Context: an optimization exercise on an open-source flow, tuned for small area. The choices shown serve that exercise and are no tape-out recipe.
The RTL was checked by simulation tests, not by an equivalence proof against the original design.

--- flow/config.mk ---
export PLATFORM = sky130hd
export DESIGN_NAME = calc_cost_bt
export DESIGN_NICKNAME = calc_cost_bt
export VERILOG_FILES = /design/flow/design.v
export SDC_FILE = /design/flow/constraint.sdc
export NUM_CORES = 8
export LEC_CHECK = 0
export CAP_MARGIN = 20
export CORE_MARGIN = 2
export CORE_UTILIZATION = 60
export CTS_CLUSTER_DIAMETER = 100
export CTS_CLUSTER_SIZE = 20
export SLEW_MARGIN = 20
export SYNTH_HIERARCHICAL = 1
export SYNTH_MINIMUM_KEEP_SIZE = 0
--- flow/constraint.sdc ---
create_clock -name core_clock -period 12.0 [get_ports {clk}]
set_input_delay 2.4000 -clock core_clock [delete_from_list [all_inputs] [get_ports {clk}]]
set_output_delay 2.4000 -clock core_clock [all_outputs]
set_load 0.01 [all_outputs]
--- flow/design.v ---
`timescale 1ns / 1ns  
`default_nettype none
module c_fa (input wire a, input wire b, input wire ci, output wire s, output wire co);
assign s  = a ^ b ^ ci;
assign co = (a & b) | (a & ci) | (b & ci);
endmodule
module c_ha (input wire a, input wire b, output wire s, output wire co);
assign s  = a ^ b;
assign co = a & b;
endmodule
module c_maj3 (input wire a, input wire b, input wire c, output wire y);
assign y = (a & b) | (a & c) | (b & c);
endmodule
module c_o22ai (input wire a1, input wire a2, input wire b1, input wire b2, output wire y);
assign y = ~((a1 | a2) & (b1 | b2));
endmodule
module c_a2bb2oi (input wire a1_n, input wire a2_n, input wire b1, input wire b2, output wire y);
assign y = ~((~a1_n & ~a2_n) | (b1 & b2));
endmodule
module c_and2 (input wire a, input wire b, output wire y);
assign y = a & b;
endmodule
module c_or2 (input wire a, input wire b, output wire y);
assign y = a | b;
endmodule
module c_xnor2 (input wire a, input wire b, output wire y);
assign y = ~(a ^ b);
endmodule
module c_inv (input wire a, output wire y);
assign y = ~a;
endmodule
module c_a222oi (input wire a1, input wire a2, input wire b1, input wire b2, input wire c1,
                 input wire c2, output wire y);
assign y = ~((a1 & a2) | (b1 & b2) | (c1 & c2));
endmodule
module bt_addc #(parameter W = 8, parameter LO = 0, parameter CI1 = 0) (
	input wire  [W-1:0]  a,
	input wire  [W-1:0]  b,
	output wire [W-1:LO] s,
	output wire          co
);
wire [W:1] c;
genvar k;
generate
	if (LO == 0 && CI1 == 0) begin : g_b0_ha
		c_ha u0 (.a(a[0]), .b(b[0]), .s(s[0]), .co(c[1]));
	end else if (LO == 0) begin : g_b0_xn
		c_xnor2 u0 (.a(a[0]), .b(b[0]), .y(s[0]));
		c_or2   u1 (.a(a[0]), .b(b[0]), .y(c[1]));
	end else if (CI1 == 0) begin : g_b0_and
		c_and2 u0 (.a(a[0]), .b(b[0]), .y(c[1]));
	end else begin : g_b0_or
		c_or2 u0 (.a(a[0]), .b(b[0]), .y(c[1]));
	end
	for (k = 1; k < W; k = k + 1) begin : g_bit
		if (k < LO) begin : g_maj
			c_maj3 u (.a(a[k]), .b(b[k]), .c(c[k]), .y(c[k+1]));
		end else begin : g_fa
			c_fa u (.a(a[k]), .b(b[k]), .ci(c[k]), .s(s[k]), .co(c[k+1]));
		end
	end
endgenerate
assign co = c[W];
endmodule
module bt_ge #(parameter W = 8) (
	input wire [W-1:0] a,
	input wire [W-1:0] b,
	output wire        ge
);
wire [W-1:0] nb;
wire [W:1]   c;
genvar k;
generate
	for (k = 0; k < W; k = k + 1) begin : g_inv
		c_inv u (.a(b[k]), .y(nb[k]));
	end
	c_or2 u0 (.a(a[0]), .b(nb[0]), .y(c[1]));
	for (k = 1; k < W; k = k + 1) begin : g_maj
		c_maj3 u (.a(a[k]), .b(nb[k]), .c(c[k]), .y(c[k+1]));
	end
endgenerate
assign ge = c[W];
endmodule
module bt_lane (
	input wire [7:0] nu, u, nu1, nu0,
	input wire [6:0] nug, ug, ug1, ug0p1,
	input wire [7:0] v1, nv0, v,
	input wire [6:0] vg1, nvg0, nvg,
	output wire [7:0] ncost
);
genvar k;
wire [7:2] sa, sb, sc, sd;
wire ca, cb, cc, cd;
bt_addc #(8, 2, 0) i_a (.a(v1), .b(nu),  .s(sa), .co(ca));    
bt_addc #(8, 2, 0) i_b (.a(u),  .b(nv0), .s(sb), .co(cb));    
bt_addc #(8, 2, 1) i_c (.a(v),  .b(nu1), .s(sc), .co(cc));    
bt_addc #(8, 2, 0) i_d (.a(v),  .b(nu0), .s(sd), .co(cd));    
wire [5:0] c0, nc1;
generate for (k = 0; k < 6; k = k + 1) begin : g_ic
	c_o22ai   u0 (.a1(ca), .a2(sa[k+2]), .b1(cb), .b2(sb[k+2]), .y(c0[k]));
	c_a2bb2oi u1 (.a1_n(cd), .a2_n(sd[k+2]), .b1(cc), .b2(sc[k+2]), .y(nc1[k]));
end endgenerate
wire [6:1] ik;
c_or2 u_ik1 (.a(c0[0]), .b(nc1[0]), .y(ik[1]));
generate for (k = 1; k < 6; k = k + 1) begin : g_ik
	c_maj3 u (.a(c0[k]), .b(nc1[k]), .c(ik[k]), .y(ik[k+1]));
end endgenerate
wire inge;
c_inv u_inge (.a(ik[6]), .y(inge));
wire [5:0] nci;
generate for (k = 0; k < 6; k = k + 1) begin : g_ici
	c_a2bb2oi u (.a1_n(inge), .a2_n(nc1[k]), .b1(inge), .b2(c0[k]), .y(nci[k]));
end endgenerate
wire [6:0] ga, gb, gc, gd;
wire qa, qb, qc, qd;
bt_addc #(7, 0, 0) g_a (.a(vg1),   .b(nug),  .s(ga), .co(qa));   
bt_addc #(7, 0, 0) g_b (.a(ug),    .b(nvg0), .s(gb), .co(qb));   
bt_addc #(7, 0, 0) g_c (.a(ug1),   .b(nvg),  .s(gc), .co(qc));   
bt_addc #(7, 0, 0) g_d (.a(ug0p1), .b(nvg),  .s(gd), .co(qd));   
wire [6:0] g0, ng1;
generate for (k = 0; k < 7; k = k + 1) begin : g_gc
	c_o22ai   u0 (.a1(qa), .a2(ga[k]), .b1(qb), .b2(gb[k]), .y(g0[k]));
	c_a2bb2oi u1 (.a1_n(qc), .a2_n(gc[k]), .b1(qd), .b2(gd[k]), .y(ng1[k]));
end endgenerate
wire [7:1] gk;
c_or2 u_gk1 (.a(g0[0]), .b(ng1[0]), .y(gk[1]));
generate for (k = 1; k < 7; k = k + 1) begin : g_gk
	c_maj3 u (.a(g0[k]), .b(ng1[k]), .c(gk[k]), .y(gk[k+1]));
end endgenerate
wire gnge;
c_inv u_gnge (.a(gk[7]), .y(gnge));
wire [6:0] ngi;
generate for (k = 0; k < 7; k = k + 1) begin : g_gci
	c_a2bb2oi u (.a1_n(gnge), .a2_n(ng1[k]), .b1(gnge), .b2(g0[k]), .y(ngi[k]));
end endgenerate
wire [6:1] ak;
wire [5:1] ns;
c_xnor2 u_s0 (.a(nci[0]), .b(ngi[0]), .y(ncost[0]));
c_or2  u_ak1 (.a(nci[0]), .b(ngi[0]), .y(ak[1]));
generate for (k = 1; k < 6; k = k + 1) begin : g_ad
	c_fa u (.a(nci[k]), .b(ngi[k]), .ci(ak[k]), .s(ns[k]), .co(ak[k+1]));
end endgenerate
c_xnor2 u_s6 (.a(ngi[6]), .b(ak[6]), .y(ncost[6]));
c_or2   u_s7 (.a(ngi[6]), .b(ak[6]), .y(ncost[7]));
assign ncost[5:1] = ns;
endmodule
module bt_pair (
	input wire        hold,
	input wire        s_lr,
	input wire        s_rl,
	input wire [7:0]  nu, u, nu1, nu0,
	input wire [6:0]  nug, ug, ug1, ug0p1,
	input wire [44:0] e_lo,
	input wire [44:0] e_hi,
	input wire [7:0]  q_lo,
	input wire [7:0]  q_hi,
	output wire [7:0] d_lo,
	output wire [7:0] d_hi
);
wire [7:0] nx_lo, nx_hi;    
bt_lane lane_lo (
	.nu(nu), .u(u), .nu1(nu1), .nu0(nu0), .nug(nug), .ug(ug), .ug1(ug1), .ug0p1(ug0p1),
	.v1(e_lo[44:37]), .nv0(e_lo[36:29]), .v(e_lo[28:21]),
	.vg1(e_lo[20:14]), .nvg0(e_lo[13:7]), .nvg(e_lo[6:0]),
	.ncost(nx_lo)
);
bt_lane lane_hi (
	.nu(nu), .u(u), .nu1(nu1), .nu0(nu0), .nug(nug), .ug(ug), .ug1(ug1), .ug0p1(ug0p1),
	.v1(e_hi[44:37]), .nv0(e_hi[36:29]), .v(e_hi[28:21]),
	.vg1(e_hi[20:14]), .nvg0(e_hi[13:7]), .nvg(e_hi[6:0]),
	.ncost(nx_hi)
);
wire [7:0] nq_lo, nq_hi;
genvar k;
generate for (k = 0; k < 8; k = k + 1) begin : g_out
	c_inv    i_lo (.a(q_lo[k]), .y(nq_lo[k]));
	c_inv    i_hi (.a(q_hi[k]), .y(nq_hi[k]));
	c_a222oi m_lo (.a1(nq_lo[k]), .a2(hold), .b1(nx_lo[k]), .b2(s_lr), .c1(nx_hi[k]), .c2(s_rl),
	               .y(d_lo[k]));
	c_a222oi m_hi (.a1(nq_hi[k]), .a2(hold), .b1(nx_hi[k]), .b2(s_lr), .c1(nx_lo[k]), .c2(s_rl),
	               .y(d_hi[k]));
end endgenerate
endmodule
module bt_minmax #(parameter W = 8) (
	input wire [W-1:0]  l, c, r,
	input wire          gt_lc, gt_cr,
	output wire [W-1:0] o_min, o_max
);
wire ge_rl;                                             
bt_ge #(W) u_rl (.a(r), .b(l), .ge(ge_rl));
wire [W-1:0] mn = (!gt_lc && ge_rl) ? l : (gt_cr ? r : c);
wire [W-1:0] mx = (gt_lc && !ge_rl) ? l : (gt_cr ? c : r);
wire [W-1:1] smin, smax;
wire cmin, cmax;
bt_addc #(W, 1, 0) u_mn (.a(c), .b(mn), .s(smin), .co(cmin));
bt_addc #(W, 1, 0) u_mx (.a(c), .b(mx), .s(smax), .co(cmax));
assign o_min = {cmin, smin};
assign o_max = {cmax, smax};
endmodule
`timescale 1ns / 1ns  
`default_nettype none
module calc_cost_bt (
    input wire                     clk,
    input wire                     rst,
    input wire [11-1:0]   i_width,
    input wire             [7:0]   i_pixel_left_row0,
    input wire             [7:0]   i_pixel_left_row1,
    input wire             [7:0]   i_pixel_left_row2,
    input wire             [7:0]   i_pixel_right_row0,
    input wire             [7:0]   i_pixel_right_row1,
    input wire             [7:0]   i_pixel_right_row2,
    input wire                     i_rst_calc_cost,
    input wire                     i_reverse,
    input wire [8-1:0]   i_min_disp,
    input wire [8-1:0]   i_max_disp,
    output reg    [128*8-1:0]   o_data,
    output reg                     o_valid,
    output reg                     o_calc_cost_one_row_done
);
reg   [11-1:0] x;
reg                     go;
reg    [2:0] delay_cycles;
reg          state;
function automatic ge12(input [11:0] a, input [11:0] b);
    integer k;
    reg c;
    begin
        c = 1'b1;
        for (k = 0; k < 12; k = k + 1)
            c = (a[k] & ~b[k]) | (a[k] & c) | (~b[k] & c);
        ge12 = c;
    end
endfunction
function automatic [11:0] add12(input [11:0] a, input [11:0] b, input ci);
    integer k;
    reg c;
    begin
        c = ci;
        for (k = 0; k < 12; k = k + 1) begin
            add12[k] = a[k] ^ b[k] ^ c;
            c = (a[k] & b[k]) | (a[k] & c) | (b[k] & c);
        end
    end
endfunction
wire [11:0] w12  = {1'b0, i_width};
wire [11:0] mn12 = {4'd0, i_min_disp};
wire [11:0] mx12 = {4'd0, i_max_disp};
wire [11:0] x12  = {1'b0, x};
wire [11:0] w_p4     = add12(w12, 12'd4, 1'b0);
wire [11:0] w_mn     = add12(w12, mn12, 1'b0);
wire [11:0] w_mn_p4  = add12(w_mn, 12'd4, 1'b0);
wire [11:0] t_valid  = i_reverse ? add12(mn12, 12'd133, 1'b0) : add12(mx12, 12'd6, 1'b0);
wire [11:0] t_end    = i_reverse ? add12(add12(w_mn, ~mx12, 1'b1), 12'd134, 1'b0) : add12(w12, 12'd7, 1'b0);
wire hit_valid = (x12 == t_valid);
wire hit_end   = (x12 == t_end);
always @(posedge clk)
if (rst) begin
    state                         <= 1'b0;
    x                             <= 0;
    o_valid                       <= 0;
    go                            <= 0;
    delay_cycles                  <= 0;
    o_calc_cost_one_row_done      <= 1;
end else begin
    if (!state && i_rst_calc_cost) begin
        state                     <= 1'b1;
        x                         <= 0;
        o_valid                   <= 0;
        go                        <= 1;
        o_calc_cost_one_row_done  <= 0;
        delay_cycles              <= 0;
    end
    if (state) begin
        x                                 <= x+1;
        if (hit_valid) begin
            o_valid                   <= 1;
            go                        <= 0;
            delay_cycles              <= 1;
        end
        else if (delay_cycles>0&&delay_cycles < 4) begin
            delay_cycles              <= delay_cycles+1;
        end
        if (delay_cycles==2)
            go                        <= 1;
        if (hit_end) begin
            state                     <= 1'b0;
            go                        <= 0;
            o_calc_cost_one_row_done  <= 1;
        end
    end
end
wire x_le3     = (x[10:2] == 9'd0);
wire edge_w    = x_le3 || ge12(x12, w_p4);
wire pad_left  = i_reverse ? !ge12(x12, add12(mn12, 12'd131, 1'b0)) : edge_w;
wire pad_right = i_reverse ? edge_w :
                   (!ge12(x12, add12(mn12, 12'd4, 1'b0)) || ge12(x12, w_mn_p4));
wire [7:0] l_pix, l_pix0, l_pix1, l_pix_d;
wire [6:0] l_grd, l_grd0, l_grd1, l_grd_d;
wire [7:0] r_pix, r_pix0, r_pix1, r_pix_d;
wire [6:0] r_grd, r_grd0, r_grd1, r_grd_d;
bt_front front_l (
    .clk(clk), .go(go), .rev(i_reverse), .pad(pad_left),
    .i_row0(i_pixel_left_row0), .i_row1(i_pixel_left_row1), .i_row2(i_pixel_left_row2),
    .o_pix(l_pix), .o_pix0(l_pix0), .o_pix1(l_pix1), .o_pix_d(l_pix_d),
    .o_grd(l_grd), .o_grd0(l_grd0), .o_grd1(l_grd1), .o_grd_d(l_grd_d)
);
bt_front front_r (
    .clk(clk), .go(go), .rev(i_reverse), .pad(pad_right),
    .i_row0(i_pixel_right_row0), .i_row1(i_pixel_right_row1), .i_row2(i_pixel_right_row2),
    .o_pix(r_pix), .o_pix0(r_pix0), .o_pix1(r_pix1), .o_pix_d(r_pix_d),
    .o_grd(r_grd), .o_grd0(r_grd0), .o_grd1(r_grd1), .o_grd_d(r_grd_d)
);
reg  [7:0] nu1, nu0;
reg  [6:0] ug1, ug0p1;
wire [7:0] u   = l_pix_d;
wire [6:0] ug  = l_grd_d;
wire [7:0] nu  = ~u;
wire [6:0] nug = ~ug;
reg  [44:0] right_buffer [0:128-2];
reg   [7:0] rb_v1, rb_nv0;
reg   [6:0] rb_vg1, rb_nvg0, rb_nvg;
wire [44:0] rb_head = {rb_v1, rb_nv0, r_pix_d, rb_vg1, rb_nvg0, rb_nvg};
integer ii;
always @(posedge clk) begin
    if (go) begin
        nu1   <= ~l_pix1;
        nu0   <= ~l_pix0;
        ug1   <= l_grd1;
        ug0p1 <= l_grd0 + 7'd1;
        for (ii = 0; ii < 128-2; ii = ii+1)
            right_buffer[ii] <= right_buffer[ii+1];
        right_buffer[128-2] <= rb_head;
        rb_v1   <= r_pix1;
        rb_nv0  <= ~r_pix0;
        rb_vg1  <= r_grd1;
        rb_nvg0 <= ~r_grd0;
        rb_nvg  <= ~r_grd;
    end
end
wire [7:0] lane_next [0:128-1];
wire       o_hold = !go;
wire       o_s_lr = go && i_reverse;
wire       o_s_rl = go && !i_reverse;
genvar gi;
generate for (gi = 0; gi < 128/2; gi = gi + 1) begin : g_pair
    bt_pair pair (
        .hold(o_hold), .s_lr(o_s_lr), .s_rl(o_s_rl),
        .nu(nu), .u(u), .nu1(nu1), .nu0(nu0),
        .nug(nug), .ug(ug), .ug1(ug1), .ug0p1(ug0p1),
        .e_lo(right_buffer[gi]), .e_hi(gi == 0 ? rb_head : right_buffer[128-1-gi]),
        .q_lo(o_data[(128-1-gi)*8 +: 8]), .q_hi(o_data[gi*8 +: 8]),
        .d_lo(lane_next[gi]), .d_hi(lane_next[128-1-gi])
    );
end endgenerate
always @(posedge clk) begin
    for (ii = 0; ii < 128; ii = ii+1)
        o_data[(128-1-ii)*8 +: 8] <= lane_next[ii];
end
endmodule
module bt_front (
    input wire        clk,
    input wire        go,
    input wire        rev,
    input wire        pad,
    input wire [7:0]  i_row0,
    input wire [7:0]  i_row1,
    input wire [7:0]  i_row2,
    output wire [7:0] o_pix,
    output wire [7:0] o_pix0,
    output wire [7:0] o_pix1,
    output wire [6:0] o_grd,
    output wire [6:0] o_grd0,
    output wire [6:0] o_grd1,
    output wire [7:0] o_pix_d,
    output wire [6:0] o_grd_d
);
reg  [7:0] row1_d1, row1_d2, pix_d3, pix_d4, pix_d5;
reg  [9:0] col_d1, col_d2;
reg  [6:0] grd_pre, grd_0, grd_1, grd_2;
reg        pix_gt45, grd_gt12;
wire [7:0] s02;
wire       c02;
bt_addc #(8, 0, 0) u_s02 (.a(i_row0), .b(i_row2), .s(s02), .co(c02));
wire [7:0] s_hi;
wire       c_hi;
bt_addc #(8, 0, 0) u_col (.a({c02, s02[7:1]}), .b(i_row1), .s(s_hi), .co(c_hi));
wire [9:0] col = {c_hi, s_hi, s02[0]};
wire [9:0] ncol_d2 = ~col_d2;
wire [9:0] d;
wire       cd;                                          
bt_addc #(10, 0, 1) u_sob (.a(col), .b(ncol_d2), .s(d), .co(cd));
wire [10:0] e = {~cd, d} ^ {11{rev}};
wire e_hi_zero = (e[9:6] == 4'b0000);
wire e_hi_ones = (e[9:6] == 4'b1111);
wire sat_hi = !e[10] && (!e_hi_zero || (rev && (e[5:0] == 6'h3f)));
wire sat_lo =  e[10] && (!e_hi_ones || (!rev && (e[5:0] == 6'h00)));
wire [6:0] mc;                                          
wire [6:0] mid;
assign mc[0] = rev;
genvar k;
generate for (k = 0; k < 6; k = k + 1) begin : g_mid
    assign mid[k]  = ~(e[k] ^ mc[k]);
    assign mc[k+1] = e[k] | mc[k];
end endgenerate
assign mid[6] = e[6] ^ mc[6];
wire [6:0] sob_clip = sat_lo ? 7'd0 : (sat_hi ? 7'd126 : mid);
always @(posedge clk) begin
    if (go) begin
        row1_d1  <= i_row1;
        row1_d2  <= row1_d1;
        col_d1   <= col;
        col_d2   <= col_d1;
        grd_pre  <= sob_clip;
        pix_d3   <= pad ? 8'h3f : row1_d2;
        grd_0    <= pad ? 7'h3f : grd_pre;
        pix_d4   <= pix_d3;
        pix_d5   <= pix_d4;
        grd_1    <= grd_0;
        grd_2    <= grd_1;
        pix_gt45 <= pix_gt34;
        grd_gt12 <= grd_gt01;
    end
end
wire pix_ge43, grd_ge10;
bt_ge #(8) u_p43 (.a(pix_d4), .b(pix_d3), .ge(pix_ge43));
bt_ge #(7) u_g10 (.a(grd_1), .b(grd_0), .ge(grd_ge10));
wire pix_gt34 = !pix_ge43;
wire grd_gt01 = !grd_ge10;
bt_minmax #(8) mm_pix (
    .l(pix_d3), .c(pix_d4), .r(pix_d5), .gt_lc(pix_gt34), .gt_cr(pix_gt45),
    .o_min(o_pix0), .o_max(o_pix1)
);
bt_minmax #(7) mm_grd (
    .l(grd_0), .c(grd_1), .r(grd_2), .gt_lc(grd_gt01), .gt_cr(grd_gt12),
    .o_min(o_grd0), .o_max(o_grd1)
);
assign o_pix   = pix_d4;
assign o_grd   = grd_1;
assign o_pix_d = pix_d5;
assign o_grd_d = grd_2;
endmodule
--- flow/flow/run.sh ---
#!/bin/bash
# Own layout flow: the standard flow (standard.sh, with config.mk's settings) with two
# changes that leave the netlist's logic and registers as the standard synthesis makes them:
#  1. after the standard synthesis, the gates of the disparity lanes that Yosys/ABC sized up
#     (a2bb2oi_2, maj3_2, mux2_4) are put back to their smallest size (drive strength only);
#  2. the port buffers that placement puts on every input and output are the platform's
#     smallest buffer (sky130_fd_sc_hd__buf_1).
# Floorplan, power grid, placement, CTS and routing are otherwise standard.sh's own.
set -euo pipefail
W=$(pwd)
R=$W/orfs/results/sky130hd/calc_cost_bt/base
{
  cat "$W/config.mk"
  echo "export BUFFER_PORTS_ARGS = -buffer_cell sky130_fd_sc_hd__buf_1"
} > "$W/config_own.mk"
sed "s#DESIGN_CONFIG=[^ ]*#DESIGN_CONFIG=$W/config_own.mk#" "$W/standard.sh" > "$W/standard_own.sh"
# 1. standard synthesis
bash "$W/standard_own.sh" synth > "$W/synth.log" 2>&1
# drive strengths of the lane gates
python3 - "$R/1_2_yosys.v" > "$W/resize.log" 2>&1 <<'PY'
import re, sys
p = sys.argv[1]
src = open(p).read()
swap = {'a2bb2oi_2': 'a2bb2oi_1', 'maj3_2': 'maj3_1', 'mux2_4': 'mux2_1'}
count = {}
def sub(m):
    cell = m.group(2)
    count[cell] = count.get(cell, 0) + 1
    return m.group(1) + 'sky130_fd_sc_hd__' + swap[cell] + m.group(3)
pat = re.compile(r'^(\s*)sky130_fd_sc_hd__(' + '|'.join(swap) + r')(\s)', re.M)
out = pat.sub(sub, src)
open(p, 'w').write(out)
print('resized:', count)
PY
rm -f "$R/1_synth.odb" "$R/1_synth.sdc"
# 2. the rest of the standard flow
bash "$W/standard_own.sh" "$@" > "$W/flow.log" 2>&1
--- flow/standard.sh ---
#!/bin/bash
# synth_recipe.tcl (not shown) runs the flow's synth.tcl, then flattens the netlist and writes it again
# the make line also repeats each setting of config.mk as NAME=value (left out here)
make -C /OpenROAD-flow-scripts/flow DESIGN_CONFIG=/design/flow/config.mk WORK_HOME=/design/flow/orfs CLKGATE_MAP_FILE= SYNTH_SCRIPT=/design/flow/synth_recipe.tcl "${@:-finish}"
==> notes.md, run 1 <==
The filler cells instantiated in the layout total 51414. In the layout the commonest cells are 6897 x fa_1, 5962 x edfxtp_1, 3329 x a2bb2oi_1, 1979 x maj3_1, 1673 x o22ai_1. The detailed-placement wirelength estimate came out at roughly 1100 mm. Buffers added to address setup during post-CTS repair amount to 0.

Global routing used about two fifths of the available tracks. The per-instance average area after synthesis came out at 16.8 µm². The initial antenna violation count came out at between 40 and 50. In this run the worst hold path is classified as flip-flop to flip-flop. The share of cells above drive strength 1 is under 10%. After synthesis the cells add up to about 430000 µm². The number of buffers created by CTS came out at 396. Entering global routing, the biggest net connects approximately 220 pins. In the final routed layout, each cell accounts on average for 37.8 µm.

Measured in cells, the most critical reg-to-reg path has a length of 27. The clock period minus final worst setup slack came out at about 10 ns. The vertical die dimension is around 850 µm. The area of the core region came out at roughly 720000 µm². The global placer's final weighted congestion is about 0.98. The number of maximum-capacitance constraint violations came out at 0.

The die span in x came out at between 800 and 900 µm. The number of nets in the synthesized netlist came out at approximately 33000. STA classifies the critical path endpoint as a flip-flop.

Setup repair after global routing left no endpoint under its margin. The detailed-route vias per instance came out at 6.99. Once detail routing completed, the nets flagged for antenna violations numbered 0. The global-route wire length before repair came out at between 1500 and 2000 mm. The via count of the first global-routing pass came to 261659. The worst setup path is of the flip-flop to flip-flop kind. The cell sitting at the root of the clock tree is a clkbuf_16. The logic depth of the worst path, buffers included is 27. The synthesized instance count came out at about 26000. The cell type group with the largest total delay on the critical path is adder cells. The register-to-register path setup slack is roughly 1.6 ns. The standard-cell row count is between 300 and 400. For this run, design rule violations remaining after detail routing come to 0. The run finished with no timing, DRC or antenna violations. The slowest stage of the critical path belongs to the cell fa_1. Static timing analysis puts the maximum clock frequency at roughly 0.096 GHz. The initial core utilization came out at about three fifths. The clock sink count came out at about 7000. The total setup violations reported at the end of the flow is 0. The count of cells along the worst hold path is 0. The most common library cell in the layout ignoring fill and taps is fa_1. The count of cells resized by post-cts repair came out at 0. The area occupied by multi-input gates is approximately 230000 µm². Clock-pin slew was measured on the worst setup and hold paths at approximately 0.09 ns. The final setup skew came out at 0.0636 ns.

The area of the die came out at 729000 µm². The maximum clock path buffer count is 4. The transition time at the pin with the least slew margin is ~1.3 ns. For this block, the via count after detailed routing is between 200k and 300k. The area growth from synthesis to layout is 7.41%. The number of input and output port buffers inserted came out at roughly 1100. TritonCTS built the clock tree. The cell count after placement is between 30000 and 40000.

The arrival time reported for the critical path endpoint came out at between 10 and 15 ns. The hold buffer count at cts is 0. The deepest level of the CTS H-tree came out at 5.

Before antenna repair, the detailed router went through 23 iterations. For this block, the routed nets add up to ~1400 mm of wire. On the worst path, the slowest cell contributes a delay of ~0.5 ns.

The data required time of the worst path came out at 13.01 ns. In the final design database the tool counted 35193 nets. The most numerous cell type found on the critical path is fa_1. between 1000 and 1500 I/O pins were placed. The register area is roughly 200000 µm². Of all nets on the critical path, the largest fanout is 47.

The final period utilization came out at 86.6%. The setup TNS is 0 ns. Together, buffers and inverters on the worst path number 3. The max-slew violation count is 0. Yosys printed 10 warnings. The worst-skew pair later-pin latency came out at between 1 and 1.5 ns. The number of failing hold endpoints at the final stage came out at 0.

STA classifies the critical path startpoint as a flip-flop. The worst slew slack as a fraction of its limit is approximately 13%. The filler-free cell count of the finished design came out at roughly 38000. After the first detailed-routing iteration, the DRC count stood at around 43000. The leftover overflow at the end of global routing is 0.
layout make-up:
class / instances / share of cell area [%]
multi-input cells: 17234 / 48.9
flip-flops and latches: 7004 / 43.0
well taps: 9577 / 2.57
clock buffers: 648 / 2.37
repair buffers: 1484 / 1.85
inverters: 1501 / 1.24
clock inverters: 44 / 0.123
diodes: 18 / 0.00968
layer usage:
metal | vias to the layer above | global-route usage (%) | share of wire (%)
li1 | 103441 | - | -
met1 | 138683 | 59.8 | 40
met2 | 17491 | 53.8 | 42
met3 | 2426 | 12.6 | 14
met4 | 20 | 13.9 | 4.6
met5 | - | 0 | 0.0093
state kept, by name (all words and copies together) (netlist names), 8 cells and up:
register,flops
front_l.pix_d3,8
front_l.pix_d5,8
front_r.row1_d2,8
front_r.pix_d3,8
front_r.col_d1,10
front_r.pix_d4,8
rb_nv0,8
nu1,8
rb_v1,8
front_l.row1_d1,8
front_l.col_d2,10
front_l.row1_d2,8
front_l.pix_d4,8
right_buffer,5715
front_l.col_d1,10
o_data,1024
front_r.row1_d1,8
front_r.pix_d5,8
x,11
nu0,8
front_r.col_d2,10
path summary, 6_finish.rpt:
path	startpoint	to
setup / recovery	ug1[0]	o_data[399]
hold / removal	right_buffer[1][29]	right_buffer[0][29]
hold reg to reg	right_buffer[1][29]	right_buffer[0][29]
setup reg to reg	ug1[0]	o_data[399]
stage by stage:
step	setup WS, ns	cell area [µm²]	hold WS, ns	utilization (%)
floorplan	-214.01	433000	0.400	-
detailed placement	1.83	454000	0.405	63.0
finish	1.61	465000	0.416	64.6
global placement	1.97	454000	0.401	63.0
global route	1.44	465000	0.428	64.6
CTS	1.75	465000	0.423	64.6
==> inputs of run 2 (changes only) <==
--- a/flow/flow/run.sh
+++ b/flow/flow/run.sh
@@ -6,3 +6,4 @@
 #  2. the port buffers that placement puts on every input and output are the platform's
-#     smallest buffer (sky130_fd_sc_hd__buf_1).
+#     smallest buffer (sky130_fd_sc_hd__buf_1);
+#  3. clock tree synthesis does not add dummy loads to balance the leaf clusters.
 # Floorplan, power grid, placement, CTS and routing are otherwise standard.sh's own.
@@ -14,2 +15,3 @@
   echo "export BUFFER_PORTS_ARGS = -buffer_cell sky130_fd_sc_hd__buf_1"
+  echo "export CTS_ARGS = -sink_clustering_enable -repair_clock_nets -sink_clustering_size 20 -sink_clustering_max_diameter 100 -dont_use_dummy_load"
 } > "$W/config_own.mk"
==> run 2 against run 1 <==
Still clean on timing, DRC and antenna. First-iteration DRC count decreased by 1.2%. Highest routed layer unchanged. Register-to-register slack about the same. Synthesized area unchanged. Flip-flop and latch count unchanged. Die area unchanged. Clock-buffer cell count decreased by 252. Largest cell class unchanged. Critical path depth unchanged.
==> notes.md, run 2 <==
The clock period minus final worst setup slack came out at 10.40 ns (+0.0110 ns). The initial core utilization came out at 60.1% (unchanged). The worst setup path is captured at a flip-flop.

The data required time of the worst path came to 13.00 ns (about the same). The pin count of the biggest net entering global routing came out at 217 (unchanged). The deepest level of the CTS H-tree was 5 (unchanged). The post-synthesis instance area came out at 433000 µm² (unchanged). The number of nets in the synthesized netlist came out at 33353 (unchanged). The synthesized instance count came out at 25781 (unchanged). The launch point of the worst hold path is right_buffer[1][29].

The cell count of the worst reg-to-reg path came out at 27 (unchanged). The detailed-route vias per instance is 7.04 (+0.80%). The library cell used most frequently in the layout, excluding fill and tap cells, is fa_1.

The total setup violations reported at the end of the flow came out at 0 (unchanged). The number of warnings issued by yosys is 10 (unchanged). The count of cells resized by post-cts repair came out at 0 (unchanged). The number of maximum-capacitance constraint violations is 0 (unchanged). The number of inserted filler cells in the final layout came out at 51444 (+0.058%). The number of routed nets with antenna violations is 0 (unchanged).

The net count reported at finish came to 35193 (unchanged). The count of cells along the worst hold path is 0 (unchanged). The number of ports placed on the die boundary is 1105 (unchanged). The transition time at the pin with the least slew margin came out at 1.30 ns (-0.00578 ns). The total wirelength of the detailed-routed design is 1420 mm (about the same). The number of iterations in the first detailed-routing pass came out at 21 (-8.7%). The per-instance average area after synthesis came out at 16.8 µm² (unchanged). In this run the critical register-to-register path is captured at o_data[447]. The area of the die came to 729000 µm² (unchanged). Setup repair after global routing left no endpoint under its margin.

STA classifies the critical path startpoint as a flip-flop. The hold buffer count at cts came to 0 (unchanged). The standard-cell row count came out at 312 (unchanged). The count of routing violations after the opening detailed-route iteration is 42203 (-1.2%).

The worst-skew pair later-pin latency is 1.11 ns (-0.03 ns). The biggest fanout along the worst timing path is 47 (unchanged). The worst hold margin is 0.398 ns (-0.0181 ns).

The run finished with no timing, DRC or antenna violations. The share of cells above drive strength 1 is 3.20% (-0.16 points). The global-route wire length before repair came to 1990 mm (-0.15%). The worst slew slack as a fraction of its limit is 13.0% (+0.39 points). The post-CTS setup repair buffer count came out at 0 (unchanged). The largest registers in the layout are right_buffer x5715, o_data x1024, x x11. The endpoint of the most critical setup path is o_data[447].

The number of input and output port buffers inserted is 1104 (unchanged). The clock tree from TritonCTS is yes. The worst setup path is of the flip-flop to flip-flop kind.

The worst-case setup slack after placement is 1.83 ns (unchanged). The final period utilization is 86.7% (+0.091 points). The reg-to-reg startpoint is ug1[0]. The arrival time reported for the critical path endpoint came to 11.40 ns (about the same). The via count came out at 262130 (+0.026%). The maximum frequency from static timing analysis is 0.0961 GHz (-0.11%). The setup TNS is 0 ns (unchanged). The tightest min-delay check is of the flip-flop to flip-flop type. The register-to-register path setup slack is 1.60 ns (about the same). The flip-flop count of the largest register after layout came to 5715 (unchanged). More flip-flops sit in one register than any other, and that register is right_buffer. The initial antenna violation count is 45 (+4.7%).

The area of the core region is 721000 µm² (unchanged). In this run the clock root is driven by a clkbuf_16. The clock sink count came out at 7004 (unchanged). The detailed-placement wirelength estimate came out at 1060 mm (unchanged). The CTS clock-pin slew for the worst setup and hold paths is 0.09 ns (about the same). The slack of the critical path is 1.60 ns (-0.0110 ns). The max-slew violation count was 0 (unchanged). The per-cell routed wire length is 38.1 µm (+0.70%). The library cells used most frequently in the layout, excluding fill and tap cells, are 6897 x fa_1, 5962 x edfxtp_1, 3329 x a2bb2oi_1, 1979 x maj3_1, 1673 x o22ai_1. The total global-route track usage came out at 39.3% (about the same).

The most critical setup path has its startpoint at ug1[0]. The maximum clock path buffer count came out at 4 (unchanged). Compared with the post-synthesis result, the final layout area differs by 7.02%.

The die span in x came out at 854 µm (unchanged). The final setup skew is 0.0754 ns (+0.0118 ns).

The number of failing hold endpoints at the final stage came out at 0 (unchanged). The global placer's final weighted congestion came to 0.980 (unchanged). The vertical die dimension came out at 854 µm (unchanged).

The total DRC errors in the routed layout was 0 (unchanged). The via count of the first global-routing pass was 261075 (-0.22%). The leftover overflow at the end of global routing is 0 (unchanged). The number of buffers created by CTS came to 396 (unchanged).
run 2: worst min path at each step:
stage	end	slack, ns
finish	right_buffer[0][29]	0.40
global placement	front_l.col_d2[3]	0.40
CTS	right_buffer[0][29]	0.41
global route	front_l.row1_d2[1]	0.43
floorplan	front_l.col_d2[0]	0.40
detailed placement	front_l.row1_d2[1]	0.40
run 2: area by class of cell:
cell class	instances	area, µm²	area share, %
Antenna cell	25	62.6	0.0135
Tap cell	9577	12000	2.58
Timing Repair Buffer	1484	8630	1.86
Sequential cell	7004	200000	43.1
Multi-Input combinational cell	17234	227000	49.1
Clock buffer	396	9910	2.14
Inverter	1501	5750	1.24
run 2: per-layer routing:
metal  vias up  part of all wire, %  GRT usage (%)
met3      2459                   14           12.6
li1     103115                    -              -
met2     17928                   41           53.9
met5         -               0.0097              0
met1    138606                   40           59.7
met4        22                  4.6           13.7
run 2: critical path, stage by stage, from the launching register on:
cell	delay (ns)
edfxtp_1	0.39
buf_4	0.40
buf_12	0.39
ha_1	0.42
fa_1	0.38
fa_1	0.40
fa_1	0.42
fa_1	0.41
fa_1	0.40
fa_1	0.51
a2bb2oi_1	0.19
or2_1	0.25
maj3_1	0.36
maj3_1	0.37
maj3_1	0.37
maj3_1	0.37
maj3_1	0.39
maj3_1	0.41
inv_1	0.29
a2bb2oi_1	0.14
or2_1	0.27
fa_1	0.38
fa_1	0.39
fa_1	0.39
fa_1	0.43
fa_1	0.41
or2_1	0.26
a222oi_1	0.30
run 2: through the flow:
stage	util (%)	instance area (µm²)	std cells
after floorplan	-	433000	25781
after global placement	63.0	454000	36799
after detailed placement	63.0	454000	36799
after CTS	64.3	464000	37195
after global routing	64.3	464000	37197
final	64.3	464000	37221
==> inputs of run 3 (changes only) <==
--- a/flow/flow/run.sh
+++ b/flow/flow/run.sh
@@ -1,3 +1,3 @@
 #!/bin/bash
-# Own layout flow: the standard flow (standard.sh, with config.mk's settings) with two
+# Own layout flow: the standard flow (standard.sh, with config.mk's settings) with three
 # changes that leave the netlist's logic and registers as the standard synthesis makes them:
@@ -7,3 +7,4 @@
 #     smallest buffer (sky130_fd_sc_hd__buf_1);
-#  3. clock tree synthesis does not add dummy loads to balance the leaf clusters.
+#  3. clock tree synthesis builds the tree from clkbuf_8 (clkbuf_16 at the root), with leaf
+#     clusters of at most 14 registers within 80 um, and adds no dummy loads.
 # Floorplan, power grid, placement, CTS and routing are otherwise standard.sh's own.
@@ -15,3 +16,3 @@
   echo "export BUFFER_PORTS_ARGS = -buffer_cell sky130_fd_sc_hd__buf_1"
-  echo "export CTS_ARGS = -sink_clustering_enable -repair_clock_nets -sink_clustering_size 20 -sink_clustering_max_diameter 100 -dont_use_dummy_load"
+  echo "export CTS_ARGS = -sink_clustering_enable -repair_clock_nets -sink_clustering_size 14 -sink_clustering_max_diameter 80 -dont_use_dummy_load -buf_list sky130_fd_sc_hd__clkbuf_8 -root_buf sky130_fd_sc_hd__clkbuf_16"
 } > "$W/config_own.mk"
--- a/flow/config.mk
+++ b/flow/config.mk
@@ -10,4 +10,4 @@
 export CORE_UTILIZATION = 60
-export CTS_CLUSTER_DIAMETER = 100
-export CTS_CLUSTER_SIZE = 20
+export CTS_CLUSTER_DIAMETER = 80
+export CTS_CLUSTER_SIZE = 14
 export SLEW_MARGIN = 20
==> run 3 against run 2 <==
Routed wire length increased by 0.22%. Maximum frequency increased by 0.21%. Clock skew increased by 0.014 ns. Register-to-register slack improved by 0.02 ns. Die area unchanged. First-iteration DRC count increased by 0.38%. Critical endpoint unchanged. Largest cell class unchanged.
==> notes.md, run 3 <==
The per-cell routed wire length came to 37.9 µm (-0.33%). The pin count of the biggest net entering global routing came out at 217 (unchanged). The setup TNS is 0 ns (unchanged). The number of iterations in the first detailed-routing pass is 17 (-19%).

By startpoint and endpoint, the worst setup path is classified as flip-flop to flip-flop. The number of routed nets with antenna violations is 0 (unchanged). The initial antenna violation count is 37 (-18%). The detailed-placement wirelength estimate was 1060 mm (unchanged). The met1 usage is 59.7% (about the same). The type of element launching the critical path is a flip-flop. The hold buffer count at cts came to 0 (unchanged). The run finished with no timing, DRC or antenna violations. The number of ports placed on the die boundary is 1105 (unchanged). The register with the most flip-flops in the final layout is right_buffer. The global-route wire length before repair came out at 1990 mm (+0.18%). The launch point of the worst hold path is front_r.row1_d1[2].

The area of the die is 729000 µm² (unchanged). The via count of the first global-routing pass is 262677 (+0.61%). The die span in x was 854 µm (unchanged). The transition time at the pin with the least slew margin came out at 1.22 ns (-0.0814 ns). The worst hold path terminates at front_r.row1_d2[2]. The maximum frequency from static timing analysis is 0.0963 GHz (+0.21%).

The via count came to 263130 (+0.38%). The per-instance average area after synthesis was 16.8 µm² (unchanged). The CTS clock-pin slew for the worst setup and hold paths is 0.09 ns (about the same).

The register-to-register path setup slack came out at 1.62 ns (+0.02 ns). The clock period minus final worst setup slack came to 10.38 ns (-0.0213 ns). The detailed-route vias per instance came out at 7.03 (-0.17%).

CTS placed an instance of clkbuf_16 at the clock tree root. The worst setup path is captured at a flip-flop. The share of the core filled with cells in the final layout came out at 64.1% (-0.23 points). The net count reported at finish is 35393 (+0.57%).

The worst register-to-register path begins at ug1[0]. The count of cells along the worst hold path is 0 (unchanged). The area of the core region was 721000 µm² (unchanged).

The clock sink count came out at 7004 (unchanged). The count of cells resized by post-cts repair came out at 0 (unchanged). The vertical die dimension is 854 µm (unchanged).

The met3 demand-to-capacity share in global routing came out at 12.7% (+0.18 points). The maximum clock path buffer count is 4 (unchanged). The total global-route track usage is 39.3% (+0.072 points). The global routing stage identified its most utilized layer as met1. The number of inserted filler cells in the final layout came out at 51749 (+0.59%). The total setup violations reported at the end of the flow came to 0 (unchanged). The synthesized instance count came out at 25781 (unchanged). The number of maximum-capacitance constraint violations is 0 (unchanged). The critical path starts at ug1[0]. The initial core utilization is 60.1% (unchanged). The arrival time reported for the critical path endpoint came out at 11.58 ns (+0.18 ns). The fraction of met2 tracks used by global routing is 53.8% (about the same).

Setup repair after global routing left no endpoint under its margin. The number of buffers created by CTS came out at 595 (+50%). The count of routing violations after the opening detailed-route iteration was 42365 (+0.38%).

The number of nets in the synthesized netlist is 33353 (unchanged). The leftover overflow at the end of global routing is 0 (unchanged). The post-CTS setup repair buffer count came out at 0 (unchanged). The signed area change from the synthesized netlist to the final layout is 6.64%. The worst register-to-register path ends at o_data[447].

The max-slew violation count was 0 (unchanged). The total wirelength of the detailed-routed design came to 1420 mm (+0.22%). The global placer's final weighted congestion came out at 0.980 (unchanged). The deepest level of the CTS H-tree came out at 6 (+1). The post-synthesis instance area is 433000 µm² (unchanged).

The final setup skew came out at 0.0899 ns (+0.0145 ns). The biggest fanout along the worst timing path is 47 (unchanged). The standard-cell row count came to 312 (unchanged).

The number of warnings issued by yosys came out at 10 (unchanged). The number of failing hold endpoints at the final stage is 0 (unchanged). The library cells used most frequently in the layout, excluding fill and tap cells, are 6897 x fa_1, 5962 x edfxtp_1, 3330 x a2bb2oi_1, 1979 x maj3_1, 1673 x o22ai_1. TritonCTS built the clock tree. The final period utilization is 86.5% (-0.18 points). The flip-flop count of the largest register after layout was 5715 (unchanged). In the final layout, the registers with the most flip-flops are right_buffer x5715, o_data x1024, x x11.

The number of input and output port buffers inserted came to 1104 (unchanged). The share of cells above drive strength 1 was 3.89% (+0.69 points). The worst-skew pair later-pin latency is 1.32 ns (+0.21 ns). The data required time of the worst path is 13.20 ns (+0.20 ns). The cell count of the worst reg-to-reg path is 27 (unchanged).

The library cell used most frequently in the layout, excluding fill and tap cells, is fa_1. The total DRC errors in the routed layout is 0 (unchanged). In this run the worst hold path is classified as flip-flop to flip-flop. The worst slew slack as a fraction of its limit is 18.1% (+5.1 points).
run 3: metal layers:
metal / wire [µm] / up-vias
met2: 588000 / 17899
met5: 136 / -
met4: 65900 / 10
li1: - / 103472
met3: 195000 / 2597
met1: 571000 / 139152
run 3: final cells by class:
| class | instances | area [µm²] | area share [%] |
|---|---|---|---|
| multi-input cells | 17234 | 227000 | 49.2 |
| flip-flops and latches | 7004 | 200000 | 43.3 |
| well taps | 9577 | 12000 | 2.59 |
| repair buffers | 1485 | 8660 | 1.87 |
| clock buffers | 595 | 8200 | 1.77 |
| inverters | 1501 | 5750 | 1.24 |
| diodes | 30 | 75.1 | 0.0162 |
run 3: critical path: stages, from the launching register on:
cell and delay, ns:
edfxtp_1 0.40, buf_4 0.37, buf_12 0.39, ha_1 0.41
fa_1 0.38, fa_1 0.39, fa_1 0.40, fa_1 0.41
fa_1 0.40, fa_1 0.51, a2bb2oi_1 0.19, or2_1 0.25
maj3_1 0.36, maj3_1 0.37, maj3_1 0.37, maj3_1 0.37
maj3_1 0.39, maj3_1 0.39, inv_1 0.29, a2bb2oi_1 0.14
or2_1 0.27, fa_1 0.39, fa_1 0.39, fa_1 0.39
fa_1 0.43, fa_1 0.41, or2_1 0.26, a222oi_1 0.29
run 3: how the worst max path moves through the flow:
| stage | to | slack, ns | cells after the start |
|---|---|---|---|
| finish | o_data[447] | 1.62 | 27 |
| global route | o_data[399] | 1.40 | 27 |
| CTS | o_data[447] | 1.70 | 27 |
| detailed placement | o_data[447] | 1.83 | 27 |
| global placement | o_data[439] | 1.97 | 27 |
| floorplan | o_data[0] | -214.01 | 3 |
run 3: through the flow:
stage	instance area (µm²)	worst slack [ns]	std cells	hold WS (ns)
3_5_place_dp	454000	1.83	36799	0.405
6_report	462000	1.62	37426	0.423
5_1_grt	462000	1.40	37401	0.430
2_1_floorplan	433000	-214.01	25781	0.400
3_3_place_gp	454000	1.97	36799	0.401
4_1_cts	462000	1.70	37394	0.421
==> inputs of run 4 (changes only) <==
--- a/flow/design.v
+++ b/flow/design.v
@@ -19,2 +19,5 @@
 endmodule
+module c_a22o (input wire a1, input wire a2, input wire b1, input wire b2, output wire y);
+assign y = (a1 & a2) | (b1 & b2);
+endmodule
 module c_and2 (input wire a, input wire b, output wire y);
@@ -35,2 +38,14 @@
 endmodule
+module bt_hold #(parameter W = 8) (
+	input wire         go,
+	input wire         ngo,
+	input wire [W-1:0] n,
+	input wire [W-1:0] q,
+	output wire [W-1:0] d
+);
+genvar k;
+generate for (k = 0; k < W; k = k + 1) begin : g_bit
+	c_a22o u (.a1(go), .a2(n[k]), .b1(ngo), .b2(q[k]), .y(d[k]));
+end endgenerate
+endmodule
 module bt_addc #(parameter W = 8, parameter LO = 0, parameter CI1 = 0) (
@@ -312,28 +327,30 @@
 );
-reg  [7:0] nu1, nu0;
-reg  [6:0] ug1, ug0p1;
-wire [7:0] u   = l_pix_d;
-wire [6:0] ug  = l_grd_d;
-wire [7:0] nu  = ~u;
-wire [6:0] nug = ~ug;
-reg  [44:0] right_buffer [0:128-2];
-reg   [7:0] rb_v1, rb_nv0;
-reg   [6:0] rb_vg1, rb_nvg0, rb_nvg;
-wire [44:0] rb_head = {rb_v1, rb_nv0, r_pix_d, rb_vg1, rb_nvg0, rb_nvg};
+wire ngo = !go;
+reg  [29:0] lp_q;                                       
+wire [29:0] lp_d;
+bt_hold #(30) h_lp (.go(go), .ngo(ngo), .n({~l_pix1, ~l_pix0, l_grd1, l_grd0 + 7'd1}),
+                    .q(lp_q), .d(lp_d));
+wire [7:0] nu1   = lp_q[29:22];
+wire [7:0] nu0   = lp_q[21:14];
+wire [6:0] ug1   = lp_q[13:7];
+wire [6:0] ug0p1 = lp_q[6:0];
+wire [7:0] u     = l_pix_d;
+wire [6:0] ug    = l_grd_d;
+wire [7:0] nu    = ~u;
+wire [6:0] nug   = ~ug;
+reg  [36:0] rbh_q;                                      
+wire [36:0] rbh_d;
+bt_hold #(37) h_rbh (.go(go), .ngo(ngo), .n({r_pix1, ~r_pix0, r_grd1, ~r_grd0, ~r_grd}),
+                     .q(rbh_q), .d(rbh_d));
+wire [44:0] rb_head = {rbh_q[36:21], r_pix_d, rbh_q[20:0]};
+reg  [45*(128-1)-1:0] right_buffer;
+wire [45*(128-1)-1:0] rb_d;
+bt_hold #(45*(128-1)) h_rb (.go(go), .ngo(ngo),
+                               .n({rb_head, right_buffer[45*(128-1)-1:45]}),
+                               .q(right_buffer), .d(rb_d));
 integer ii;
 always @(posedge clk) begin
-    if (go) begin
-        nu1   <= ~l_pix1;
-        nu0   <= ~l_pix0;
-        ug1   <= l_grd1;
-        ug0p1 <= l_grd0 + 7'd1;
-        for (ii = 0; ii < 128-2; ii = ii+1)
-            right_buffer[ii] <= right_buffer[ii+1];
-        right_buffer[128-2] <= rb_head;
-        rb_v1   <= r_pix1;
-        rb_nv0  <= ~r_pix0;
-        rb_vg1  <= r_grd1;
-        rb_nvg0 <= ~r_grd0;
-        rb_nvg  <= ~r_grd;
-    end
+    lp_q         <= lp_d;
+    rbh_q        <= rbh_d;
+    right_buffer <= rb_d;
 end
@@ -349,3 +366,4 @@
         .nug(nug), .ug(ug), .ug1(ug1), .ug0p1(ug0p1),
-        .e_lo(right_buffer[gi]), .e_hi(gi == 0 ? rb_head : right_buffer[128-1-gi]),
+        .e_lo(right_buffer[45*gi +: 45]),
+        .e_hi(gi == 0 ? rb_head : right_buffer[45*(128-1-gi) +: 45]),
         .q_lo(o_data[(128-1-gi)*8 +: 8]), .q_hi(o_data[gi*8 +: 8]),
==> run 4 against run 3 <==
Still clean on timing, DRC and antenna. Flip-flop and latch count unchanged. Critical endpoint is now o_data[703].
==> notes.md, run 4 <==
The run finished with no timing, DRC or antenna violations. The maximum clock path buffer count came to 4 (unchanged). The final period utilization came out at 85.9% (-0.55 points). The cell family contributing the most delay on the critical path is adder cells. The biggest fanout along the worst timing path is 37 (-21%). The total DRC errors in the routed layout was 0 (unchanged). The global placer's final weighted congestion came out at 1.00 (+2.5%).

The via count is 310516 (+18%). By instance count, the cell type seen most on the critical path is fa_1. The area of the die came out at 717000 µm² (-1.7%). The number of warnings issued by yosys came to 8 (-2).

The post-synthesis instance area is 426000 µm² (-1.7%). The standard-cell row count was 309 (-0.96%). The largest registers in the layout are right_buffer x5715, o_data x1024, rbh_q x37.

The maximum frequency from static timing analysis came out at 0.0970 GHz (+0.64%). The via count of the first global-routing pass is 312835 (+19%). The startpoint identified for the worst register-to-register timing path is lp_q[7].

The slack of the critical path is 1.69 ns (+0.0661 ns). The share of cells above drive strength 1 came out at 3.64% (-0.25 points). The count of cells along the worst hold path was 0 (unchanged). The critical path startpoint is lp_q[7]. The endpoint of the most critical register-to-register path is o_data[703]. The per-instance average area after synthesis came out at 13.5 µm² (-20%). The total global-route track usage came out at 44.2% (+4.8 points). The library cells used most frequently in the layout, excluding fill and tap cells, are 6897 x fa_1, 6793 x dfxtp_1, 5783 x a22o_1, 3327 x a2bb2oi_1, 1979 x maj3_1.

The number of maximum-capacitance constraint violations came to 0 (unchanged). The count of cells resized by post-cts repair is 0 (unchanged). The number of failing hold endpoints at the final stage came out at 0 (unchanged). The detailed-placement wirelength estimate came out at 1190 mm (+13%). The total wirelength of the detailed-routed design came to 1600 mm (+13%). The data required time of the worst path came out at 13.20 ns (about the same).

The slowest stage of the critical path is the fa_1 cell. The number of routed nets with antenna violations was 0 (unchanged). The detailed-route vias per instance is 7.18 (+2.1%). The die span in x is 847 µm (-0.84%). The number of input and output port buffers inserted came out at 1104 (unchanged). The leftover overflow at the end of global routing is 0 (unchanged). The most common library cell in the layout ignoring fill and taps is fa_1. The number of inserted filler cells in the final layout is 54134 (+4.6%). The number of buffer and inverter instances along the worst setup path came out at 2 (-1). The delay of the slowest critical-path stage came out at 0.68 ns (+0.17 ns). The initial core utilization came out at 60.2% (about the same). The cell count of the worst reg-to-reg path was 26 (-3.7%).

The CTS clock-pin slew for the worst setup and hold paths came out at 0.09 ns (about the same). The setup TNS came to 0 ns (unchanged). The signed area change from the synthesized netlist to the final layout is 6.99%. Setup repair after global routing left no endpoint under its margin.

The initial antenna violation count was 50 (+35%). The transition time at the pin with the least slew margin is 1.37 ns (+0.150 ns). The worst-skew pair later-pin latency is 1.38 ns (+0.06 ns).

The arrival time reported for the critical path endpoint was 11.51 ns (-0.07 ns). The deepest level of the CTS H-tree is 6 (unchanged). The master cell of the clock root buffer is clkbuf_16.

The pin count of the biggest net entering global routing is 218 (+0.46%). The clock period minus final worst setup slack is 10.31 ns (-0.0661 ns). The count of routing violations after the opening detailed-route iteration came out at 40405 (-4.6%). The final setup skew is 0.143 ns (+0.0534 ns). The total setup violations reported at the end of the flow came out at 0 (unchanged). The worst setup path is launched from a flip-flop. The synthesized instance count was 31567 (+22%). The worst-case setup slack after placement is 1.98 ns (+0.148 ns).

The endpoint of the most critical setup path is o_data[703]. The number of buffers created by CTS came out at 598 (+0.50%). The global-route wire length before repair is 2270 mm (+14%). The worst slew slack as a fraction of its limit was 8.45% (-9.7 points). The worst setup path is of the flip-flop to flip-flop kind. The worst setup path is captured at a flip-flop. The post-CTS setup repair buffer count came out at 0 (unchanged). In this run the worst hold path is classified as flip-flop to flip-flop.

The per-cell routed wire length was 37.1 µm (-2.3%). The register-to-register path setup slack came to 1.69 ns (+0.07 ns). The number of ports placed on the die boundary came out at 1105 (unchanged). The number of nets in the synthesized netlist came out at 39139 (+17%).

The logic depth of the worst path, buffers included came out at 26 (-3.7%). The number of iterations in the first detailed-routing pass is 20 (+3). The clock sink count was 7004 (unchanged).

The max-slew violation count is 0 (unchanged). The net count reported at finish came out at 41291 (+17%). right_buffer holds more flip-flops than any other register. The vertical die dimension came out at 847 µm (-0.84%). The area of the core region came out at 708000 µm² (-1.8%).

The hold buffer count at cts is 0 (unchanged). TritonCTS built the clock tree. The flip-flop count of the largest register after layout is 5715 (unchanged).
## run 4: cell type report
type                    instances  area, µm²  area share, %
well taps                    9485      11900           2.60
inverters                    1504       5760           1.26
repair buffers               1594       9570           2.10
flip-flops and latches       7004     142000           31.2
diodes                         41        103         0.0225
clock buffers                 598       8240           1.81
multi-input cells           23017     278000           61.0
## run 4: layer usage
layer	track usage, %	part of all wire (%)	vias to the layer above	wire (µm)
li1	-	-	127398	-
met1	55.0	36	159333	576000
met2	67.4	45	18445	714000
met3	11.9	11	5318	169000
met4	30.9	9.0	22	144000
met5	0.185	0.019	-	299
## run 4: stage by stage
stage	cell area (µm²)	hold slack, ns	utilization [%]	cells
6_report	456000	0.421	64.4	43243
5_1_grt	456000	0.436	64.4	43205
4_1_cts	456000	0.425	64.4	43199
3_5_place_dp	447000	0.405	63.2	42601
3_3_place_gp	447000	0.401	63.2	42601
2_1_floorplan	426000	0.400	-	31567
## run 4: worst min-delay path by stage
stage                      startpoint           endpoint
floorplan           front_l.col_d1[0]  front_l.col_d2[0]
global placement    front_r.col_d1[3]  front_r.col_d2[3]
detailed placement  front_l.col_d1[3]  front_l.col_d2[3]
CTS                 front_r.col_d1[4]  front_r.col_d2[4]
global route        front_r.col_d1[4]  front_r.col_d2[4]
finish              front_l.col_d1[6]  front_l.col_d2[6]
==> inputs of run 5 (changes only) <==
--- a/flow/config.mk
+++ b/flow/config.mk
@@ -9,3 +9,3 @@
 export CORE_MARGIN = 2
-export CORE_UTILIZATION = 60
+export CORE_UTILIZATION = 55
 export CTS_CLUSTER_DIAMETER = 80
==> run 5 against run 4 <==
Still clean on timing, DRC and antenna. Clock skew is 0.041 ns lower. Die area increased by 9.0%. Global-route usage down 3.1 points. First-iteration DRC count is 4.3% lower. Hold slack got worse by 0.0075 ns. Via count shrank 1.3%. Design area up 0.26%. Synthesized cell count unchanged. Cell count is 1.7% higher. Utilization fell by 5.2 points.
==> notes.md, run 5 <==
The arrival time reported for the critical path endpoint is 11.57 ns (+0.06 ns). The detailed-route vias per instance came out at 6.97 (-2.9%). The clock period minus final worst setup slack is 10.34 ns (+0.0273 ns). The total wirelength of the detailed-routed design came to 1630 mm (+1.8%). The initial core utilization is 55.1% (-5.0 points). The number of maximum-capacitance constraint violations is 0 (unchanged). The transition time at the pin with the least slew margin is 1.27 ns (-0.104 ns). The flow ran to the end and the layout has no timing, DRC or antenna violations. The cell count after placement is 43342 (+1.7%). The share of the core filled with cells in the final layout came to 59.1% (-5.2 points). The most common library cell in the layout ignoring fill and taps is fa_1. The count of cells resized by post-cts repair is 0 (unchanged). The die span in x is 884 µm (+4.4%). right_buffer holds more flip-flops than any other register. The final setup skew is 0.102 ns (-0.0409 ns). The deepest level of the CTS H-tree is 6 (unchanged). The vertical die dimension is 884 µm (+4.4%). The count of cells along the worst hold path is 0 (unchanged). The post-synthesis instance area was 426000 µm² (unchanged). The worst-case setup slack after placement came out at 1.85 ns (-0.123 ns).

The initial antenna violation count came to 48 (-4.0%). The number of warnings issued by yosys is 8 (unchanged). STA classifies the critical path endpoint as a flip-flop. The global placer's final weighted congestion came out at 0.983 (-2.1%). The detailed-placement wirelength estimate came to 1230 mm (+3.2%). The number of failing hold endpoints at the final stage came out at 0 (unchanged). The area of the core region is 773000 µm² (+9.2%). The critical path in this run is classified as flip-flop to flip-flop. The data required time of the worst path came out at 13.23 ns (+0.03 ns). The share of cells above drive strength 1 came out at 3.60% (-0.038 points). The total setup violations reported at the end of the flow came out at 0 (unchanged).

The net count reported at finish came out at 41283 (-0.019%). The via count is 306591 (-1.3%). The total DRC errors in the routed layout was 0 (unchanged). The number of iterations in the first detailed-routing pass is 21 (+5.0%).

The CTS clock-pin slew for the worst setup and hold paths came out at 0.11 ns (+0.02 ns). The standard-cell row count came out at 323 (+4.5%). The final period utilization is 86.2% (+0.23 points). The setup TNS came out at 0 ns (unchanged). The maximum frequency from static timing analysis came out at 0.0967 GHz (-0.26%).

The via count of the first global-routing pass came out at 310741 (-0.67%). The biggest fanout along the worst timing path was 28 (-24%). In this run the critical register-to-register path is captured at o_data[15]. The max-slew violation count is 0 (unchanged).

For hold timing, the worst endpoint is front_l.row1_d2[0]. In the layout the commonest cells are 6897 x fa_1, 6793 x dfxtp_1, 5783 x a22o_1, 3328 x a2bb2oi_1, 1979 x maj3_1. The total global-route track usage is 41.1% (-3.1 points).

In this run the critical register-to-register path is launched from lp_q[7]. The leftover overflow at the end of global routing is 0 (unchanged). The register-to-register path setup slack is 1.66 ns (-0.03 ns). The number of ports placed on the die boundary came out at 1105 (unchanged). The worst setup path is launched from a flip-flop. The clock sink count is 7004 (unchanged). The per-cell routed wire length is 37.1 µm (+0.18%). The synthesized instance count is 31567 (unchanged).

TritonCTS built the clock tree. In this run the worst hold path is classified as flip-flop to flip-flop. The area of the die came out at 782000 µm² (+9.0%).

The filler-free cell count of the finished design is 43963 (+1.7%). Setup repair after global routing left no endpoint under its margin. In the final layout, the registers with the most flip-flops are right_buffer x5715, o_data x1024, rbh_q x37.

The pin count of the biggest net entering global routing is 227 (+4.1%). From synthesis to final layout, the design area changed by 7.26%. The post-CTS setup repair buffer count came out at 0 (unchanged). The worst hold margin is 0.413 ns (-0.00754 ns). The number of input and output port buffers inserted came out at 1104 (unchanged). The global-route wire length before repair is 2310 mm (+1.6%). The number of buffers created by CTS came to 604 (+1.0%). The launch point of the worst hold path is front_l.row1_d1[0]. The count of routing violations after the opening detailed-route iteration is 38658 (-4.3%). The worst-skew pair later-pin latency came out at 1.36 ns (-0.02 ns). The slack of the critical path is 1.66 ns (-0.0273 ns). The maximum clock path buffer count came out at 4 (unchanged).

The hold buffer count at cts is 0 (unchanged). The flip-flop count of the largest register after layout was 5715 (unchanged). The master cell of the clock root buffer is clkbuf_16. The per-instance average area after synthesis came out at 13.5 µm² (unchanged).

The number of nets in the synthesized netlist came out at 39139 (unchanged). The worst slew slack as a fraction of its limit came out at 14.8% (+6.3 points).

The number of routed nets with antenna violations came to 0 (unchanged). The cell count of the worst reg-to-reg path is 27 (+3.8%).
==> run 5: critical path, cell delays in order (launching register included) <==
cell and delay (ns):
dfxtp_4 0.51, buf_4 0.39, buf_4 0.45, ha_1 0.22, fa_1 0.38, fa_1 0.40, fa_1 0.39, fa_1 0.39
fa_1 0.39, fa_1 0.51, a2bb2oi_1 0.19, or2_1 0.24, maj3_1 0.37, maj3_1 0.36, maj3_1 0.36, maj3_1 0.36
maj3_1 0.37, maj3_1 0.37, inv_1 0.29, a2bb2oi_1 0.15, or2_1 0.27, fa_1 0.41, fa_1 0.40, fa_1 0.40
fa_1 0.40, fa_1 0.42, or2_1 0.26, a222oi_1 0.31
==> run 5: metrics by stage <==
stage	instance area (µm²)
final	457000
after global routing	457000
after CTS	457000
after detailed placement	449000
after global placement	449000
after floorplan	426000
==> run 5: worst max path at each step <==
| stage | start | slack [ns] | to |
|---|---|---|---|
| global placement | lp_q[7] | 1.90 | o_data[15] |
| floorplan | go | -784.10 | o_data[0] |
| CTS | lp_q[7] | 1.85 | o_data[15] |
| finish | lp_q[7] | 1.66 | o_data[15] |
| global route | lp_q[7] | 1.44 | o_data[23] |
| detailed placement | lp_q[7] | 1.85 | o_data[15] |
==> run 5: per-layer routing <==
metal / global-route usage (%) / up-vias / routed length [µm]
met1: 52.1 / 158878 / 613000
met5: 0 / - / 67
li1: - / 127425 / -
met4: 26.1 / 12 / 133000
met3: 9.70 / 4489 / 151000
met2: 63.7 / 15787 / 736000
==> run 5: cell type report <==
class	count	area, µm²
Antenna cell	17	42.5
Tap cell	10237	12800
Sequential cell	7004	142000
Fill cell	62572	316000
Timing Repair Buffer	1580	9810
Multi-Input combinational cell	23017	278000
Clock buffer	604	8320
Inverter	1504	5760

static timing again, ports no longer ideal:
The flow's constraints put no driver on any port. The routed layouts listed below were extracted and timed again, unchanged, in two steps. Step 1: set_driving_cell puts a clkbuf_16 on clk and a buf_2 on each other input, an assumption about the parent block. Step 2 times the ports against the registers' clock, not the clock port: input delays grow and output delays shrink by t, the midpoint of the rising clock arrivals with the driver on. Three values: ideal ports, drivers, drivers and shift; two values: the first two.
run	t, ns	setup WS [ns]	worst setup path after step 2
run 1	1.261	1.610 / 1.610 / 1.610	register to register
run 2	1.236	1.599 / 1.599 / 1.599	register to register
run 3	1.446	1.621 / 1.621 / 1.621	register to register
run 4	1.459	1.687 / 1.687 / 1.687	register to register
run 5	1.496	1.659 / 1.659 / 1.659	register to register
After both steps every run listed still meets setup and hold.
